Context: an optimization exercise on an open-source flow, tuned for small area, a short achievable clock period and few clock cycles per item. The choices shown serve that exercise and are no tape-out recipe. Function was checked by simulation only, so behaviour that the tests miss may differ from the original.

==> flow/design.v, too long to show whole: its modules and the start of the top module <==
// module kuznechik: 324 lines
// module kuz_lin: 3177 lines
module kuznechik(
    input  wire          clk_i,
    input  wire          resetn_i,
    input  wire          request_i,
    input  wire          ack_i,
    input  wire  [127:0] data_i,
    output reg           busy_o,
    output reg           valid_o,
    output wire  [127:0] data_o
);
  // ...
==> flow/run.sh <==
#!/bin/bash
# synth_recipe.tcl (not shown) runs the flow's synth.tcl, then flattens the netlist and writes it again
# the make line also repeats each setting of config.mk as NAME=value (left out here)
make -C /OpenROAD-flow-scripts/flow DESIGN_CONFIG=/design/flow/config.mk WORK_HOME=/design/flow/orfs CLKGATE_MAP_FILE= SYNTH_SCRIPT=/design/flow/synth_recipe.tcl finish
==> flow/config.mk <==
export PLATFORM = sky130hd
export DESIGN_NAME = kuznechik
export DESIGN_NICKNAME = kuznechik
export VERILOG_FILES = /design/flow/design.v
export SDC_FILE = /design/flow/constraint.sdc
export NUM_CORES = 4
export LEC_CHECK = 0
export CAP_MARGIN = 20
export CELL_PAD_IN_SITES_DETAIL_PLACEMENT = 1
export CELL_PAD_IN_SITES_GLOBAL_PLACEMENT = 2
export CORE_MARGIN = 2
export CORE_UTILIZATION = 25
export PLACE_DENSITY = 0.35
export SETUP_SLACK_MARGIN = 4
export SLEW_MARGIN = 20
export TNS_END_PERCENT = 100
==> flow/constraint.sdc <==
create_clock -name core_clock -period 10.0 [get_ports {clk_i}]
set_input_delay 2.0000 -clock core_clock [delete_from_list [all_inputs] [get_ports {clk_i}]]
set_output_delay 2.0000 -clock core_clock [all_outputs]
set_load 0.01 [all_outputs]
==> metrics.yaml, run 1 <==
place_area_sq_mm: 0.1016
avgRoutedWirePerCell_microns: 47.68
post-place-ws_ps: 1529
cts_tree: "done"
synth-seq-cells: 134
syn_area_sq_mm: 0.09190
ff2ff_path_depth: 20
std_cell_rows: 222
crit_top_cell: "buf_4"
r2r_end: "s[35]"
nNonClkInverters: 179
post_cts_buffers: 849
finalNonFillerCells: 18245
multi_input_gates: 10896
maxCapViolations: 0
whs_ps: 551.7
slowest_delay_ps: 700
rsz0062_at_grt: "yes"
status: "timing/DRC/antenna clean"
final-clk-cell-share: 0.005122
antenna_left: 0
grtUsageMet1: 0.5319
finalHoldViolations: 0
drc: 0
yosysSeqAreaShare: 0.04346
synthFlopType: "edfxtp_1"
antenna_found_initial: 62
postLayoutCellArea_sq_mm: 0.1305
cp-endpoint: "s[35]"
Testbench counts, summed over its fixed seeds: cycles 2,304, blocks 256.
==> inputs of run 2 (changes only) <==
==> flow/flow/run.sh (new file) <==
#!/bin/bash
set -o pipefail
cp standard.sh standard.sh.txt 2>/dev/null
export BUFFER_PORTS_ARGS="-buffer_cell sky130_fd_sc_hd__buf_4"
bash standard.sh > standard.log 2>&1
==> flow/standard.sh (new file) <==
#!/bin/bash
# synth_recipe.tcl (not shown) runs the flow's synth.tcl, then flattens the netlist and writes it again
# the make line also repeats each setting of config.mk as NAME=value (left out here)
make -C /OpenROAD-flow-scripts/flow DESIGN_CONFIG=/design/flow/config.mk WORK_HOME=/design/flow/orfs CLKGATE_MAP_FILE= SYNTH_SCRIPT=/design/flow/synth_recipe.tcl "${@:-finish}"
removed: flow/run.sh
==> metrics.yaml, run 2 <==
worstHoldPathType: "flip-flop to flip-flop"  # unchanged
relSlewSlack: 0.1955  # was 0.2091
path_class: "flip-flop to flip-flop"  # unchanged
critPathMaxFanout: 33  # was 25
drive_gt1_frac: 0.2519  # was 0.2910
vias: 117597  # was 121,714
largest_reg_flops: 128  # unchanged
area_growth_pct: 31.10  # was 41.94%
clock_sinks: 134  # unchanged
critPathBufInv: 7  # was 6
final-setup-viol-count: 0  # unchanged
crit_path_start_kind: "flip-flop"  # unchanged
finalCritPeriodShare: 0.6240  # was 0.6279
crit_top_cell: "buf_4"  # unchanged
first_iter_violations: 17285  # was 18,307
die_w_microns: 610.3  # unchanged
ys_async_sr_fraction: 0.04478  # unchanged
worst_slack_ps: 3760  # was 3721 ps
max_freq_mhz: 160.2  # was 159.3 MHz
synth-edff-count: 128  # unchanged
cp-end-kind: "flip-flop"  # unchanged
synth_cell_type_count: 106  # unchanged
path_cells: "buf_12, buf_4, xnor2_2, xnor3_1, xnor2_4, buf_12, buf_4, xnor3_1, xnor3_2, mux2i_4, buf_6, inv_4, buf_4, nor2_4, nor2_2, a221oi_2, nor3_1, a2111oi_2, a211oi_1, a311o_1"  # was buf_4, buf_4, xnor2_4, buf_4, xnor3_1, xnor2_2, xnor3_1, xnor3_2, buf_4, mux2i_2, buf_4, ha_1, buf_4, nor2_1, nor3_1, nor3_1, a21oi_1, o221ai_1, o32ai_1, a311o_1
path_delay_family: "buffers and inverters"  # was XOR/XNOR gates
start_util: 0.2512  # unchanged
finalHoldViolations: 0  # unchanged
finalSetupTns_ps: 0  # unchanged
synth-seq-cells: 134  # unchanged
grt-ovfl-total: 0  # unchanged
finalNetCount: 13293  # was 13,741
wl_mm: 842.5  # was 870.0 mm
mostFrequentLayoutCell: "nand2_1"  # was buf_4
avgRoutedWirePerCell_microns: 47.37  # was 47.68 microns
rsz0062_at_grt: "yes"  # unchanged
report.final.slew_viol_count: 0  # unchanged
finalCoreUtilization: 0.3294  # was 0.3566
portBuffers: 261  # unchanged
std_cell_rows: 222  # unchanged
maxCapViolations: 0  # unchanged
clk_latency_ps: 640  # was 630 ps
cp.required_ps: 10370  # was 10,380 ps
synth_top_cell_area_share: 0.1482  # unchanged
min_period_ps: 6240  # was 6279 ps
slowest_delay_ps: 510  # was 700 ps
syn_area_sq_mm: 0.09190  # unchanged
numCtsBuffers: 21  # was 25
yosysSeqAreaShare: 0.04346  # unchanged
grt_usage: 0.4336  # was 0.4462
cts_tree: "done"  # unchanged
die_area_sq_mm: 0.3725  # unchanged
top_register: "s"  # unchanged
reg.largest.list: "s: 128 flops, rc: 4 flops"  # unchanged
ff2ff_setup_slack_ps: 3760  # was 3720 ps
status: "timing/DRC/antenna clean"  # unchanged
synth_area_leaders: "xnor2_1 15%, xnor3_1 14%, a21oi_1 5.5%"  # unchanged
viasPerCell: 6.612  # was 6.671
drt_pre_antenna_iters: 7  # was 6
grt_first_pass_wirelength_mm: 1099  # was 1128 mm
syn_inst: 12463  # unchanged
fp.dieH_microns: 610.3  # unchanged
cts.htree.levels: 4  # unchanged
ctsLongestPathBuffers: 3  # unchanged
synth_top_cell_by_area: "xnor2_1"  # unchanged
final_cell_mix: "1,267 x nand2_1, 1,257 x buf_4, 1,151 x nor2_1"  # was 1,283 x buf_4, 1,261 x nand2_1, 1,145 x nor2_1
grt_max_degree: 76  # was 81
antenna_found_initial: 48  # was 62
drc: 0  # unchanged
post-place-ws_ps: 1571  # was 1529 ps
tightest_slew_ps: 1199  # was 1178 ps
dp_hpwl_mm: 626.5  # was 634.0 mm
antenna_left: 0  # unchanged
synthFlopType: "edfxtp_1"  # unchanged
slowest_stage: "xnor3_1"  # was nor2_1
yosysWarnings: 1  # unchanged
crit_arrival_ps: 6610  # was 6660 ps
grt_pass1_vias: 110169  # was 113,274
path_clk_slew_ps: 80  # about the same
avgSynthCellArea_sq_um: 7.374  # unchanged
core-area_sq_mm: 0.3658  # unchanged
pin_count: 262  # unchanged
postCtsHoldBufs: 0  # unchanged
gp_congestion: 1.154  # was 1.180
skew_ps: 39.81  # was 35.28 ps
synth_fp_nets: 12824  # unchanged
netlist_top_cells_count: "1,555 x xnor2_1, 1,298 x nand2_1, 1,223 x nor2_1"  # unchanged
fillers: 42894  # was 42,141
cts_root_buf: "clkbuf_16"  # unchanged
yosysMostFrequentCell: "xnor2_1"  # unchanged
run 2: cell count changes in the layout (fill, tap and decap cells not counted), sizes merged, moves of 14 or more:
| cell | change |
|---|---|
| buf | -201 |
| clkbuf | -22 |
| clkdlybuf4s15 | -14 |
| clkdlybuf4s50 | -137 |
| diode | -17 |
| dlygate4sd2 | -59 |
| dlymetal6s2s | -15 |
run 2: worst min-delay path: cells and delay by family, from the launching register on:
kind | cells | cell delay [ps]
flip-flops | 1 | 380
AND/OR/NAND/NOR | 2 | 150
run 2: path summary, 6_finish.rpt:
| kind | start | to | cells after the start |
|---|---|---|---|
| max in group asynchronous | resetn_i | rc[1] | 1 |
| hold / removal | valid_o | valid_o | 2 |
| setup reg to reg | s[64] | s[114] | 20 |
| setup / recovery | s[64] | s[114] | 20 |
| hold reg to reg | valid_o | valid_o | 2 |
| min in group asynchronous | resetn_i | valid_o | 1 |
run 2: routing by layer:
layer / track usage / part of all wire / vias up
li1: - / - / 46477
met1: 0.5346 / 0.38 / 60216
met2: 0.6356 / 0.41 / 8687
met3: 0.1561 / 0.12 / 2173
met4: 0.2749 / 0.082 / 44
met5: 0.005553 / 0.0011 / -
run 2: cell type report:
| cell class | count | area [sq um] | share of cell area |
|---|---|---|---|
| multi-input combinational | 10896 | 92000 | 0.7636 |
| timing repair buffer | 1700 | 16890 | 0.1402 |
| tap | 4816 | 6026 | 0.05001 |
| sequential | 134 | 4008 | 0.03326 |
| inverter | 179 | 820.8 | 0.006812 |
| clock buffer | 23 | 543.0 | 0.004507 |
| clock inverter | 10 | 128.9 | 0.001070 |
| antenna | 27 | 67.56 | 0.0005608 |
run 2: cell families after synthesis:
kind of cell,count (synthesis),synth area share
buffers and inverters,1442,0.07014
flip-flops,134,0.04346
adder cells (fa/ha/maj),229,0.03118
multiplexers,182,0.02369
XOR/XNOR,2724,0.3657
AO/OA/AOI/OAI,4159,0.2967
AND/OR/NAND/NOR,3593,0.1691
run 2: repair_timing:
| item | in CTS | in global routing |
|---|---|---|
| setup buffers | 487 | 229 |
| cloned | 8 | 6 |
| resized for setup | 1509 | 507 |
| pin swaps | 272 | 187 |
| endpoints found under the setup margin | 256 | 222 |
run 2: metrics by stage:
step	hold WS (ps)	instance area (sq um)	cells
2_1_floorplan	565.8	91900	12463
3_3_place_gp	546.3	100700	16980
3_5_place_dp	552.3	101200	16995
4_1_cts	570.2	115500	17523
5_1_grt	594.2	120400	17766
6_report	556.3	120500	17785
==> inputs of run 3 (changes only) <==
--- a/flow/config.mk
+++ b/flow/config.mk
@@ -12,5 +12,5 @@
 export CORE_UTILIZATION = 25
 export PLACE_DENSITY = 0.35
-export SETUP_SLACK_MARGIN = 4
+export SETUP_SLACK_MARGIN = 3.5
 export SLEW_MARGIN = 20
 export TNS_END_PERCENT = 100
==> metrics.yaml, run 3 <==
status: "timing/DRC/antenna clean"  # unchanged
path_class: "flip-flop to output pin"  # was flip-flop to flip-flop
skew_ps: 34.99  # was 39.81 ps
drive_gt1_frac: 0.1800  # was 0.2519
crit_path_start_kind: "flip-flop"  # unchanged
grt_max_degree: 84  # was 76
grt_usage: 0.4278  # was 0.4336
grt_first_pass_wirelength_mm: 1085  # was 1099 mm
avgSynthCellArea_sq_um: 7.374  # unchanged
whs_endpoint: "valid_o"  # unchanged
r2r_end: "s[70]"  # was s[114]
synth_top_cell_area_share: 0.1482  # unchanged
mostFrequentLayoutCell: "xnor2_1"  # was nand2_1
tightest_slew_ps: 1361  # was 1199 ps
final_cell_mix: "1,292 x xnor2_1, 1,288 x nand2_1, 1,189 x nor2_1"  # was 1,267 x nand2_1, 1,257 x buf_4, 1,151 x nor2_1
syn_inst: 12463  # unchanged
ys_async_sr_fraction: 0.04478  # unchanged
synth-seq-cells: 134  # unchanged
slowest_delay_ps: 480  # was 510 ps
gp_congestion: 1.154  # unchanged
critPathMaxFanout: 13  # was 33
antenna_left: 0  # unchanged
yosysMostFrequentCell: "xnor2_1"  # unchanged
ctsLongestPathBuffers: 3  # unchanged
ff2ff_path_depth: 18  # was 20
cts_root_buf: "clkbuf_16"  # unchanged
cts.htree.levels: 4  # unchanged
largest_reg_flops: 128  # unchanged
max_freq_mhz: 146.5  # was 160.2 MHz
grt_pass1_vias: 108155  # was 110,169
use_met2: 0.6282  # was 0.6356
start_util: 0.2512  # unchanged
finalHoldViolations: 0  # unchanged
finalNetCount: 12820  # was 13,293
synth_top_cell_by_area: "xnor2_1"  # unchanged
die_w_microns: 610.3  # unchanged
clk_latency_ps: 670  # was 640 ps
reg.largest.list: "s: 128 flops, rc: 4 flops"  # unchanged
rsz0062_at_grt: "yes"  # unchanged
min_period_ps: 6828  # was 6240 ps
path_clk_slew_ps: 80  # about the same
synth-edff-count: 128  # unchanged
portBuffers: 261  # unchanged
clock_sinks: 134  # unchanged
min_from: "valid_o"  # unchanged
synth_cell_type_count: 106  # unchanged
finalSetupTns_ps: 0  # unchanged
pin_count: 262  # unchanged
synthFlopType: "edfxtp_1"  # unchanged
viasPerCell: 6.643  # was 6.612
synth_area_leaders: "xnor2_1 15%, xnor3_1 14%, a21oi_1 5.5%"  # unchanged
synth_fp_nets: 12824  # unchanged
reg2reg_from: "s[12]"  # was s[64]
finalCritPeriodShare: 0.6828  # was 0.6240
ff2ff_setup_slack_ps: 3250  # was 3760 ps
std_cell_rows: 222  # unchanged
grt-ovfl-total: 0  # unchanged
wl_mm: 830.9  # was 842.5 mm
drc: 0  # unchanged
syn_area_sq_mm: 0.09190  # unchanged
worst_slack_ps: 3172  # was 3760 ps
cts_tree: "done"  # unchanged
worstHoldPathType: "flip-flop to flip-flop"  # unchanged
core-area_sq_mm: 0.3658  # unchanged
cp-end-kind: "output pin"  # was flip-flop
numCtsBuffers: 21  # unchanged
yosysSeqAreaShare: 0.04346  # unchanged
crit_start: "s[108]"  # was s[64]
final-setup-viol-count: 0  # unchanged
dp_hpwl_mm: 626.5  # unchanged
top_usage_layer: "met2"  # unchanged
multiInputGateArea_sq_mm: 0.08720  # was 0.09200 sq mm
slowest_stage: "xnor2_2"  # was xnor3_1
drt_pre_antenna_iters: 6  # was 7
maxCapViolations: 0  # unchanged
fp.dieH_microns: 610.3  # unchanged
hold_depth: 2  # unchanged
avgRoutedWirePerCell_microns: 47.98  # was 47.37 microns
crit_arrival_ps: 4830  # was 6610 ps
vias: 115047  # was 117,597
top_register: "s"  # unchanged
fillers: 43626  # was 42,894
area_growth_pct: 19.16  # was 31.10%
die_area_sq_mm: 0.3725  # unchanged
antenna_found_initial: 47  # was 48
netlist_top_cells_count: "1,555 x xnor2_1, 1,298 x nand2_1, 1,223 x nor2_1"  # unchanged
first_iter_violations: 17218  # was 17,285
post-place-ws_ps: 1571  # unchanged
relSlewSlack: 0.08618  # was 0.1955
final-seq-area_sq_mm: 0.004006  # was 0.004008 sq mm
path_cells: "clkbuf_8, xnor2_4, buf_8, xor2_4, buf_4, buf_12, xor2_1, xnor2_1, xnor2_2, xnor2_1, xnor2_2, buf_4"  # was buf_12, buf_4, xnor2_2, xnor3_1, xnor2_4, buf_12, buf_4, xnor3_1, xnor3_2, mux2i_4, buf_6, inv_4, buf_4, nor2_4, nor2_2, a221oi_2, nor3_1, a2111oi_2, a211oi_1, a311o_1
cp.required_ps: 8000  # was 10,370 ps
met3_usage: 0.1480  # was 0.1561
report.final.slew_viol_count: 0  # unchanged
grtUsageMet1: 0.5324  # was 0.5346
yosysWarnings: 1  # unchanged
run 3: cell counts after synthesis:
Identical to the previous run, type by type.
run 3: cell type report:
class                      count  area share
multi-input combinational  10896      0.7963
timing repair buffer        1227     0.09834
sequential                   134     0.03658
clock inverter                10    0.001177
inverter                     179    0.006878
clock buffer                  23    0.004959
tap                         4816     0.05502
antenna                       33   0.0007541
run 3: critical path: cells and delay by family, from the launching register on:
family | cells | cell delay, ps
xor gates and xnor gates | 7 | 2390
buffers and inverters | 5 | 1250
DFF | 1 | 390
run 3: what timing repair did:
item,CTS,global route
buffers inserted,172,75
endpoints found under the setup margin,255,170
pin swaps,38,28
hold buffers,0,0
gates resized for setup,630,217
cloned,7,2
run 3: worst max-delay path by stage:
stage / slack [ps] / end / depth (start not counted)
floorplan: 4230 / s[34] / 21
global placement: 1100 / s[33] / 16
detailed placement: 1570 / s[34] / 17
CTS: 3310 / s[33] / 17
global route: 3240 / data_o[63] / 11
finish: 3170 / data_o[63] / 12
run 3: kinds of logic after synthesis:
logic type / after synthesis / synth area share
AO/OA/AOI/OAI: 4159 / 0.2967
AND/OR/NAND/NOR: 3593 / 0.1691
XOR/XNOR: 2724 / 0.3657
buffers and inverters: 1442 / 0.07014
adder cells (fa/ha/maj): 229 / 0.03118
multiplexers: 182 / 0.02369
flip-flops: 134 / 0.04346
run 3: routing by layer:
| metal | wire [microns] | up-vias |
|---|---|---|
| li1 | - | 45519 |
| met1 | 324700 | 59252 |
| met2 | 345100 | 8350 |
| met3 | 95500 | 1892 |
| met4 | 64920 | 34 |
| met5 | 623 | - |
run 3: metrics by stage:
stage | util | std cells | hold WS, ps | instance area [sq um]
CTS | 0.2939 | 17207 | 570.2 | 107500
finish | 0.2994 | 17318 | 556.6 | 109500
detailed placement | 0.2766 | 16995 | 552.3 | 101200
global route | 0.2992 | 17289 | 594.2 | 109400
global placement | 0.2753 | 16980 | 546.3 | 100700
floorplan | - | 12463 | 565.8 | 91900
==> inputs of run 4 (changes only) <==
--- a/flow/config.mk
+++ b/flow/config.mk
@@ -12,5 +12,5 @@
 export CORE_UTILIZATION = 25
 export PLACE_DENSITY = 0.35
-export SETUP_SLACK_MARGIN = 3.5
+export SETUP_SLACK_MARGIN = 3
 export SLEW_MARGIN = 20
 export TNS_END_PERCENT = 100
==> metrics.yaml, run 4 <==
whs_ps: 555.4  # was 556.6 ps
worstHoldPathType: "flip-flop to flip-flop"  # unchanged
std_cell_rows: 222  # unchanged
ff2ff_path_depth: 17  # was 18
largest_reg_flops: 128  # unchanged
first_iter_violations: 17606  # was 17,218
ys_async_sr_fraction: 0.04478  # unchanged
finalCritPeriodShare: 0.7317  # was 0.6828
grt-ovfl-total: 0  # unchanged
antenna_left: 0  # unchanged
status: "timing/DRC/antenna clean"  # unchanged
max_freq_mhz: 136.7  # was 146.5 MHz
path_cells: "xnor2_2, buf_4, buf_4, xnor2_1, buf_4, xnor2_1, xnor2_2, xnor2_1, xnor3_1, mux2_2, ha_2, nand2b_2, nand3_1, o21ai_0, a221o_1, nand4_1, a211o_1"  # was clkbuf_8, xnor2_4, buf_8, xor2_4, buf_4, buf_12, xor2_1, xnor2_1, xnor2_2, xnor2_1, xnor2_2, buf_4
skew_ps: 35.97  # was 34.99 ps
synth_top_cell_by_area: "xnor2_1"  # unchanged
dp_hpwl_mm: 626.5  # unchanged
report.final.slew_viol_count: 0  # unchanged
grt_pass1_vias: 107327  # was 108,155
slowest_delay_ps: 850  # was 480 ps
area_growth_pct: 14.46  # was 19.16%
drt_pre_antenna_iters: 6  # unchanged
final_cell_mix: "1,409 x xnor2_1, 1,291 x nand2_1, 1,206 x nor2_1"  # was 1,292 x xnor2_1, 1,288 x nand2_1, 1,189 x nor2_1
min_period_ps: 7317  # was 6828 ps
syn_area_sq_mm: 0.09190  # unchanged
synth_cell_type_count: 106  # unchanged
place_area_sq_mm: 0.1012  # unchanged
yosysSeqAreaShare: 0.04346  # unchanged
pin_count: 262  # unchanged
yosysMostFrequentCell: "xnor2_1"  # unchanged
yosysWarnings: 1  # unchanged
vias: 113727  # was 115,047
relSlewSlack: 0.1071  # was 0.08618
grt_first_pass_wirelength_mm: 1078  # was 1085 mm
finalNetCount: 12669  # was 12,820
final-setup-viol-count: 0  # unchanged
avgRoutedWirePerCell_microns: 48.06  # was 47.98 microns
drc: 0  # unchanged
die_w_microns: 610.3  # unchanged
crit_arrival_ps: 7660  # was 4830 ps
crit_path_start_kind: "flip-flop"  # unchanged
wl_mm: 824.5  # was 830.9 mm
netlist_top_cells_count: "1,555 x xnor2_1, 1,298 x nand2_1, 1,223 x nor2_1"  # unchanged
finalCoreUtilization: 0.2876  # was 0.2994
synthFlopType: "edfxtp_1"  # unchanged
tightest_slew_ps: 1335  # was 1361 ps
hold_depth: 2  # unchanged
clock_sinks: 134  # unchanged
finalSetupTns_ps: 0  # unchanged
path_class: "flip-flop to flip-flop"  # was flip-flop to output pin
drive_gt1_frac: 0.1472  # was 0.1800
synth_fp_nets: 12824  # unchanged
synth-seq-cells: 134  # unchanged
grt_max_degree: 84  # unchanged
avgSynthCellArea_sq_um: 7.374  # unchanged
grt_usage: 0.4251  # was 0.4278
gp_congestion: 1.154  # unchanged
finalHoldViolations: 0  # unchanged
cts_tree: "done"  # unchanged
synth-edff-count: 128  # unchanged
numCtsBuffers: 21  # unchanged
slowest_stage: "edfxtp_1"  # was xnor2_2
die_area_sq_mm: 0.3725  # unchanged
ctsLongestPathBuffers: 3  # unchanged
postCtsHoldBufs: 0  # unchanged
viasPerCell: 6.629  # was 6.643
synth_xor_area_frac: 0.3657  # unchanged
synth_area_leaders: "xnor2_1 15%, xnor3_1 14%, a21oi_1 5.5%"  # unchanged
synth_compound_area_frac: 0.2967  # unchanged
mostFrequentLayoutCell: "xnor2_1"  # unchanged
start_util: 0.2512  # unchanged
antenna_found_initial: 52  # was 47
synth_top_family_by_area: "XOR/XNOR gates"  # unchanged
top_register: "s"  # unchanged
cp.required_ps: 10340  # was 8000 ps
critPathMaxFanout: 17  # was 13
fp.dieH_microns: 610.3  # unchanged
cts_root_buf: "clkbuf_16"  # unchanged
syn_inst: 12463  # unchanged
core-area_sq_mm: 0.3658  # unchanged
clk_latency_ps: 640  # was 670 ps
reg.largest.list: "s: 128 flops, rc: 4 flops"  # unchanged
synth_adder_area_share: 0.03118  # unchanged
muxShareOfSynthArea: 0.02369  # unchanged
portBuffers: 261  # unchanged
cts.htree.levels: 4  # unchanged
path_clk_slew_ps: 70  # was 80 ps
synth_top_cell_area_share: 0.1482  # unchanged
yosys.area_share.simple: 0.1691  # unchanged
postLayoutCellArea_sq_mm: 0.1052  # was 0.1095 sq mm
cp-end-kind: "flip-flop"  # was output pin
rsz0062_at_grt: "yes"  # unchanged
maxCapViolations: 0  # unchanged
-- run 4: changes by cell type in the layout (fill, tap and decap cells not counted), sizes merged --
cell      before   now
mux2i        132   128
inv          162   169
clkinv        11    10
buf         1219  1081
diode         33    23
a21oi       1013  1012
clkinvlp      13     7
clkbuf        31    24
a21o          64    63
-- run 4: layout make-up --
cell class,count,area [sq um]
clock inverter,10,128.9
antenna,23,57.56
timing repair buffer,1082,8980
inverter,179,706.9
fill,43920,260600
tap,4816,6026
multi-input combinational,10890,84740
clock buffer,23,543.0
sequential,134,4006
-- run 4: through the flow --
stage                     setup slack [ps]  std cells
after global placement                1096      16980
after global routing                  2823      17139
after CTS                             2780      17090
final                                 2683      17157
after detailed placement              1571      16995
after floorplan                       4232      12463
-- run 4: per-layer routing --
metal | routed length [microns] | global-route usage | vias to the layer above | share of wire
met5 | 327 | 0.001808 | - | 0.00040
met1 | 323900 | 0.5322 | 58452 | 0.39
met3 | 93050 | 0.1412 | 1911 | 0.11
met2 | 342000 | 0.6245 | 8122 | 0.41
li1 | - | - | 45194 | -
met4 | 65200 | 0.2651 | 48 | 0.079
-- run 4: timing repair --
item	CTS	global route
setup buffers	61	41
gates resized for setup	223	125
cloned	1	2
pin swaps	6	9
hold endpoints to repair	0	0
endpoints found under the setup margin	221	125
-- run 4: logic make-up after synthesis --
family	after synthesis
AND/OR/NAND/NOR	3593
adder cells (fa/ha/maj)	229
XOR/XNOR	2724
buffers and inverters	1442
AO/OA/AOI/OAI	4159
multiplexers	182
flip-flops	134
-- run 4: path summary, 6_finish.rpt --
check                      startpoint      end  slack, ps
max                             s[64]    s[70]       2680
min                           valid_o  valid_o        560
max reg2reg                     s[64]    s[70]       2680
min reg2reg                   valid_o  valid_o        560
max in group asynchronous    resetn_i    rc[3]       8660
min in group asynchronous    resetn_i  valid_o       1190
-- run 4: critical path, delay by kind of cell, from the launching register on --
| kind | cells | cell delay (ps) |
|---|---|---|
| AO/OA/AOI/OAI | 3 | 790 |
| XOR/XNOR | 6 | 2150 |
| adder cells (fa/ha/maj) | 1 | 710 |
| buffers and inverters | 3 | 1070 |
| flip-flops | 1 | 850 |
| multiplexers | 1 | 530 |
| AND/OR/NAND/NOR | 3 | 860 |

-- what the ideal ports hide --
How much do the figures lean on ideal ports? The routed layouts below were timed once more, with nothing changed but the port constraints. Step 1 assumes that a clkbuf_16 drives the clock port and a buf_2 every other input. Step 2 times the ports against the registers' clock, not the clock port: input delays grow and output delays shrink by t, the midpoint of the rising clock arrivals with the driver on. Slacks: ideal ports / drivers / drivers and shift; pairs: ideal ports / drivers.
run | shift t [ns] | setup WS [ns] | worst register clock-pin slew, ns | worst slew at a driven data input, ns | pins driven straight from the clock port
run 1 | 0.720 | 3.721 / 3.621 / 3.721 | 0.09 / 0.09 | 0.15 | 1
run 2 | 0.743 | 3.760 / 3.679 / 3.760 | 0.09 / 0.09 | 0.15 | 1
run 3 | 0.740 | 3.172 / 3.086 / 3.245 | 0.09 / 0.09 | 0.16 | 1
run 4 | 0.735 | 2.683 / 2.574 / 2.683 | 0.09 / 0.09 | 0.15 | 1
After both steps setup and hold are still met in every run listed.
